From an optimization exercise on the open Yosys and OpenROAD flow, aimed at small area, a short achievable clock period and few clock cycles; shortcuts taken in it are not production practice.
Power is estimated from default activity; no workload was simulated.

== lane 1 ==
==> flow/design.v (excerpt) <==
module conv_engine_array #(
    parameter int ROWS    = 4,
    parameter int COLS    = 4,
    parameter int SCALE_Q = 16
) (
    input  logic        clk,
    input  logic        rst_n,
    input  logic        start,
    input  logic [10:0] c_in,
    input  logic [10:0] c_out,
    input  logic [3:0]  kernel_size,
    output logic [12:0] patch_rd_addr,
    input  logic [COLS*8-1:0] patch_rd_data_wide,
    output logic [21:0] weight_rd_addr,
    input  logic [COLS*8-1:0] weight_rd_data_wide,
    output logic [8:0]  bias_rd_ch,
    input  logic signed [31:0] bias_rd_data,
    input  logic [15:0] scale,
    input  logic        skip_relu,
    output logic        out_valid,
    output logic [8:0]  out_ch_base,
    output logic [5:0]  out_count,
    output wire  [ROWS*8-1:0] out_data_flat,
    output wire  [ROWS*32-1:0] out_int32_flat,
    output logic        done
);
Size: ~360 I/O pins, roughly 31,000 um2 of cells after synthesis.
Settings: LEC_CHECK=0, CAP_MARGIN=20, CORE_MARGIN=2, CORE_UTILIZATION=35, PLACE_DENSITY=0.6, SLEW_MARGIN=20; clock period 13.5 ns.
standard.sh (not shown) runs the stock make flow with config.mk's settings and CLKGATE_MAP_FILE= SYNTH_SCRIPT=/design/flow/synth_recipe.tcl, a recipe that flattens the netlist after the stock synthesis.
==> flow/flow/run.sh <==
#!/bin/bash
# The standard layout (standard.sh: unchanged synthesis, floorplan, place,
# CTS, route) with these changes to how it is made:
#  - repair_timing is asked for extra setup slack, so that the achieved period
#    is pushed below the constraint;
#  - the port buffers that buffer_ports inserts are plain buffers (buf_1,
#    which repair may upsize) rather than the delay cells it picks by default;
#  - CTS inserts no dummy load cells and clusters up to 30 sinks per leaf buffer.
set -euo pipefail
bash standard.sh SETUP_SLACK_MARGIN=9.5 \
  "BUFFER_PORTS_ARGS=-buffer_cell sky130_fd_sc_hd__buf_1" \
  "CTS_ARGS=-sink_clustering_enable -repair_clock_nets -dont_use_dummy_load -sink_clustering_size 30 -sink_clustering_max_diameter 80" \
  finish > standard_flow.log 2>&1
[inputs] lane 2 vs lane 1
--- a/flow/design.v
+++ b/flow/design.v
@@ -507,15 +507,16 @@
         ui <= lo[4];
         if (qs[3]) begin
             bp <= big_pos & snz;
             bn <= big_neg & snz;
             bz <= (big_pos | big_neg) & ~snz;
         end
     end
-    wire [23:0] u = us + uc + {23'd0, ui};
+    wire [24:0] u2 = {us, ui} + {uc, ui};
+    wire [23:0] u  = u2[24:1];
     wire signed [23:0] m = {~u[23], u[22:0]};      
     wire big     = bp | bn | bz;
     wire hi = ~m[23] & (|m[22:7]);
     wire lo_ = m[23] & ~(&m[22:7]);
     assign q = bp | (~big & hi)  ? 8'sd127  :
                bn | (~big & lo_) ? -8'sd128 :
                big ? 8'sd0 : m[7:0];
@@ -904,15 +905,15 @@
                 waddr <= waddr + 22'd4;
                 if (gcnt != 3'd5) gcnt <= gcnt + 3'd1;
             end
         end else if (gcnt != 3'd5) begin
             gcnt <= gcnt + 3'd1;
         end
     end
-    logic        d_v, d_first, d_last, d_end;
+    logic        d_v, d_first, d_last;
     logic [31:0] d_w;
     logic [15:0] d_one, d_two, d_neg;    
     wire  [31:0] a_m;
     wire  [15:0] e_one, e_two, e_neg;
     genvar gj;
     generate
         for (gj = 0; gj < 4; gj++) begin : g_am
@@ -924,104 +925,98 @@
     always_ff @(posedge clk or negedge rst_n) begin
         if (!rst_n) d_v <= 1'b0;
         else        d_v <= f_go;
     end
     always_ff @(posedge clk) begin
         d_first <= f_go & (pos == 11'd0);
         d_last  <= f_last;
-        d_end   <= f_last & f_lastch;
         d_w     <= weight_rd_data_wide;
         d_one   <= e_one;
         d_two   <= e_two;
         d_neg   <= e_neg;
     end
-    logic        s_v, s_first, s_last, s_end;
+    logic        s_v, s_first, s_last;
     logic [17:0] s_s, s_c;
-    logic [31:0] bias_d, bias_q;
+    logic [8:0]  dch;            
+    logic [31:0] bias_q;
     wire  [17:0] dot_s, dot_c;
     mac_array_32x32 u_dot (.w(d_w), .one(d_one), .two(d_two), .neg(d_neg), .s(dot_s), .c(dot_c));
-    assign bias_rd_ch = och;
+    assign bias_rd_ch = dch;
     always_ff @(posedge clk or negedge rst_n) begin
         if (!rst_n) s_v <= 1'b0;
         else        s_v <= d_v;
     end
     always_ff @(posedge clk) begin
+        dch     <= och;
         s_first <= d_first;
         s_last  <= d_last;
-        s_end   <= d_end;
         s_s     <= dot_s;
         s_c     <= dot_c;
-        bias_d  <= bias_rd_data;
-        bias_q  <= bias_d + {4'hf, ~lastq_q, 17'd0};
+        bias_q  <= bias_rd_data;
     end
-    logic        a_v, a_end;
-    logic [1:0]  alane, a_lane;
+    logic        a_v;
     logic signed [31:0] acc;
+    wire  [14:0] corr = s_first ? {4'hf, ~lastq_q} : 15'd0;
     always_ff @(posedge clk or negedge rst_n) begin
         if (!rst_n) a_v <= 1'b0;
         else        a_v <= s_v & s_last;
     end
     always_ff @(posedge clk) begin
-        if (start)
-            alane <= 2'd0;
-        else if (s_v && s_last)
-            alane <= alane + 2'd1;
-        a_end  <= s_end;
-        a_lane <= alane;
-        acc <= (s_first ? bias_q : acc) + {14'd0, s_s & {18{s_v}}} + {14'd0, s_c & {18{s_v}}};
+        acc <= (s_first ? bias_q : acc) + {corr, s_s[16:0] & {17{s_v}}} + {14'd0, s_c & {18{s_v}}};
     end
     logic        r_end;
-    logic [1:0]  r_lane;
     logic signed [31:0] r;
-    logic [4:0]  qs;             
+    logic [5:0]  qs;             
     always_ff @(posedge clk or negedge rst_n) begin
-        if (!rst_n) qs <= 4'd0;
-        else        qs <= {qs[3:0], a_v};
+        if (!rst_n) qs <= 6'd0;
+        else        qs <= {qs[4:0], a_v};
     end
     always_ff @(posedge clk) begin
         if (a_v) begin
-            r_end  <= a_end;
-            r_lane <= a_lane;
+            r_end  <= ~run;
             r      <= (skip_relu || !acc[31]) ? acc : ((acc >>> 3) - (acc >>> 5));
         end
     end
     wire signed [7:0] q;
     logic [3:0]  dig;            
     always_ff @(posedge clk)
         dig <= a_v   ? scale[3:0]   :
                qs[0] ? scale[7:4]   :
                qs[1] ? scale[11:8]  : scale[15:12];
     post_process_array u_q (.clk(clk), .qs(qs[3:0]), .dig(dig), .r(r), .snz(|scale), .q(q));
     logic [7:0]  o8  [0:ROWS-1];
     logic [31:0] o32 [0:ROWS-2];     
     logic [6:0]  tile;
     logic        q_end;
-    logic [1:0]  q_lane;
+    logic [1:0]  qlane;          
     always_ff @(posedge clk or negedge rst_n) begin
         if (!rst_n) begin
             out_valid <= 1'b0;
             done      <= 1'b0;
         end else begin
-            out_valid <= qs[4] & (q_end | (q_lane == 2'd3));
-            done      <= qs[4] & q_end;
+            out_valid <= (qs[4] & (qlane == 2'd3)) | (qs[5] & q_end & (qlane != 2'd3));
+            done      <= q_end & ((qs[4] & (qlane == 2'd3)) | (qs[5] & (qlane != 2'd3)));
         end
     end
     always_ff @(posedge clk) begin
         if (start)
+            qlane <= 2'd0;
+        else if (qs[5])
+            qlane <= qlane + 2'd1;
+        if (start)
             tile <= 7'd0;
         else if (out_valid)
             tile <= tile + 7'd1;
         if (qs[3]) begin
             q_end  <= r_end;
-            q_lane <= r_lane;
         end
         out_count <= q_end ? {3'd0, {1'b0, coutm1_q[1:0]} + 3'd1} : 6'd4;
         for (int l = 0; l < ROWS; l++) begin
-            if (l < ROWS-1 && qs[3] && r_lane == l[1:0]) o32[l] <= r;
-            if (l < ROWS-1 && qs[4] && q_lane == l[1:0]) o8[l]  <= q;
+            if (l < ROWS-1 && qs[3] && qlane == l[1:0]) o32[l] <= r;
+            if (l < ROWS-1 && qs[5] && qlane == l[1:0]) o8[l]  <= o8[ROWS-1];
         end
         o8[ROWS-1] <= q;         
     end
     assign out_ch_base = {tile, 2'b00};
     genvar gl;
     generate
         for (gl = 0; gl < ROWS; gl++) begin : g_out
### Flow results
Looking at lane 2 and lane 1, the area growth from synthesis to final layout is a wash.
Taking lane 1 as the reference, in lane 2 placed cell area now sits lower, layout inverter count without the clock tree shows a reduction of 2.3%, post-detailed-placement half-perimeter wirelength increased 1.6%, portion of total power attributed to the clock network lower, wire length of the first global-routing pass saw a decrease.
Against lane 1, lane 2 comes in 24% higher on number of buffers inserted by post-CTS setup repair.
Lane 2: no failed stages, no open violations at the end
Relative to lane 1, clock skew has gone up in lane 2.
Lane 2 vs lane 1, via total after detailed routing went down by 581.
Per the comparison of lane 2 with lane 1, fill cell total of the finished layout lower; share of the core filled with cells roughly the same.
Status: count of buffering cells on the critical path with inverters included parity (lane 2, lane 1)
No run of this note included a check of the RTL's function; only the layout flow was run.

[port drivers added, routing unchanged]
In the flow no input, the clock included, has a driving cell. The finished layouts below were timed again as built, in two steps.
Step 1, drivers: a clkbuf_16 drives clk and a buf_2 each remaining input, both assumed.
Step 2, shift: input delay + t, output delay - t, t = (earliest + latest rising clock arrival at the registers) / 2. This alone moves slack from input paths to output paths.
a / b / c = ideal / step 1 / step 2; a / b = the first two.
| run | t (ns) | setup slack, ns | hold slack, ns | worst setup path at the end | worst register clock-pin slew, ns |
|---|---|---|---|---|---|
| lane 1 | 0.628 | 9.474 / 9.406 / 9.129 | 0.298 / 0.298 / 0.298 | input to register | 0.11 / 0.11 |
| lane 2 | 0.616 | 9.504 / 9.441 / 9.233 | 0.315 / 0.315 / 0.315 | input to register | 0.11 / 0.11 |
After both steps setup and hold are still met in every run listed. For lane 1, which loses most, drivers alone change the setup slack by -0.068 ns; drivers and shift together by -0.345 ns.
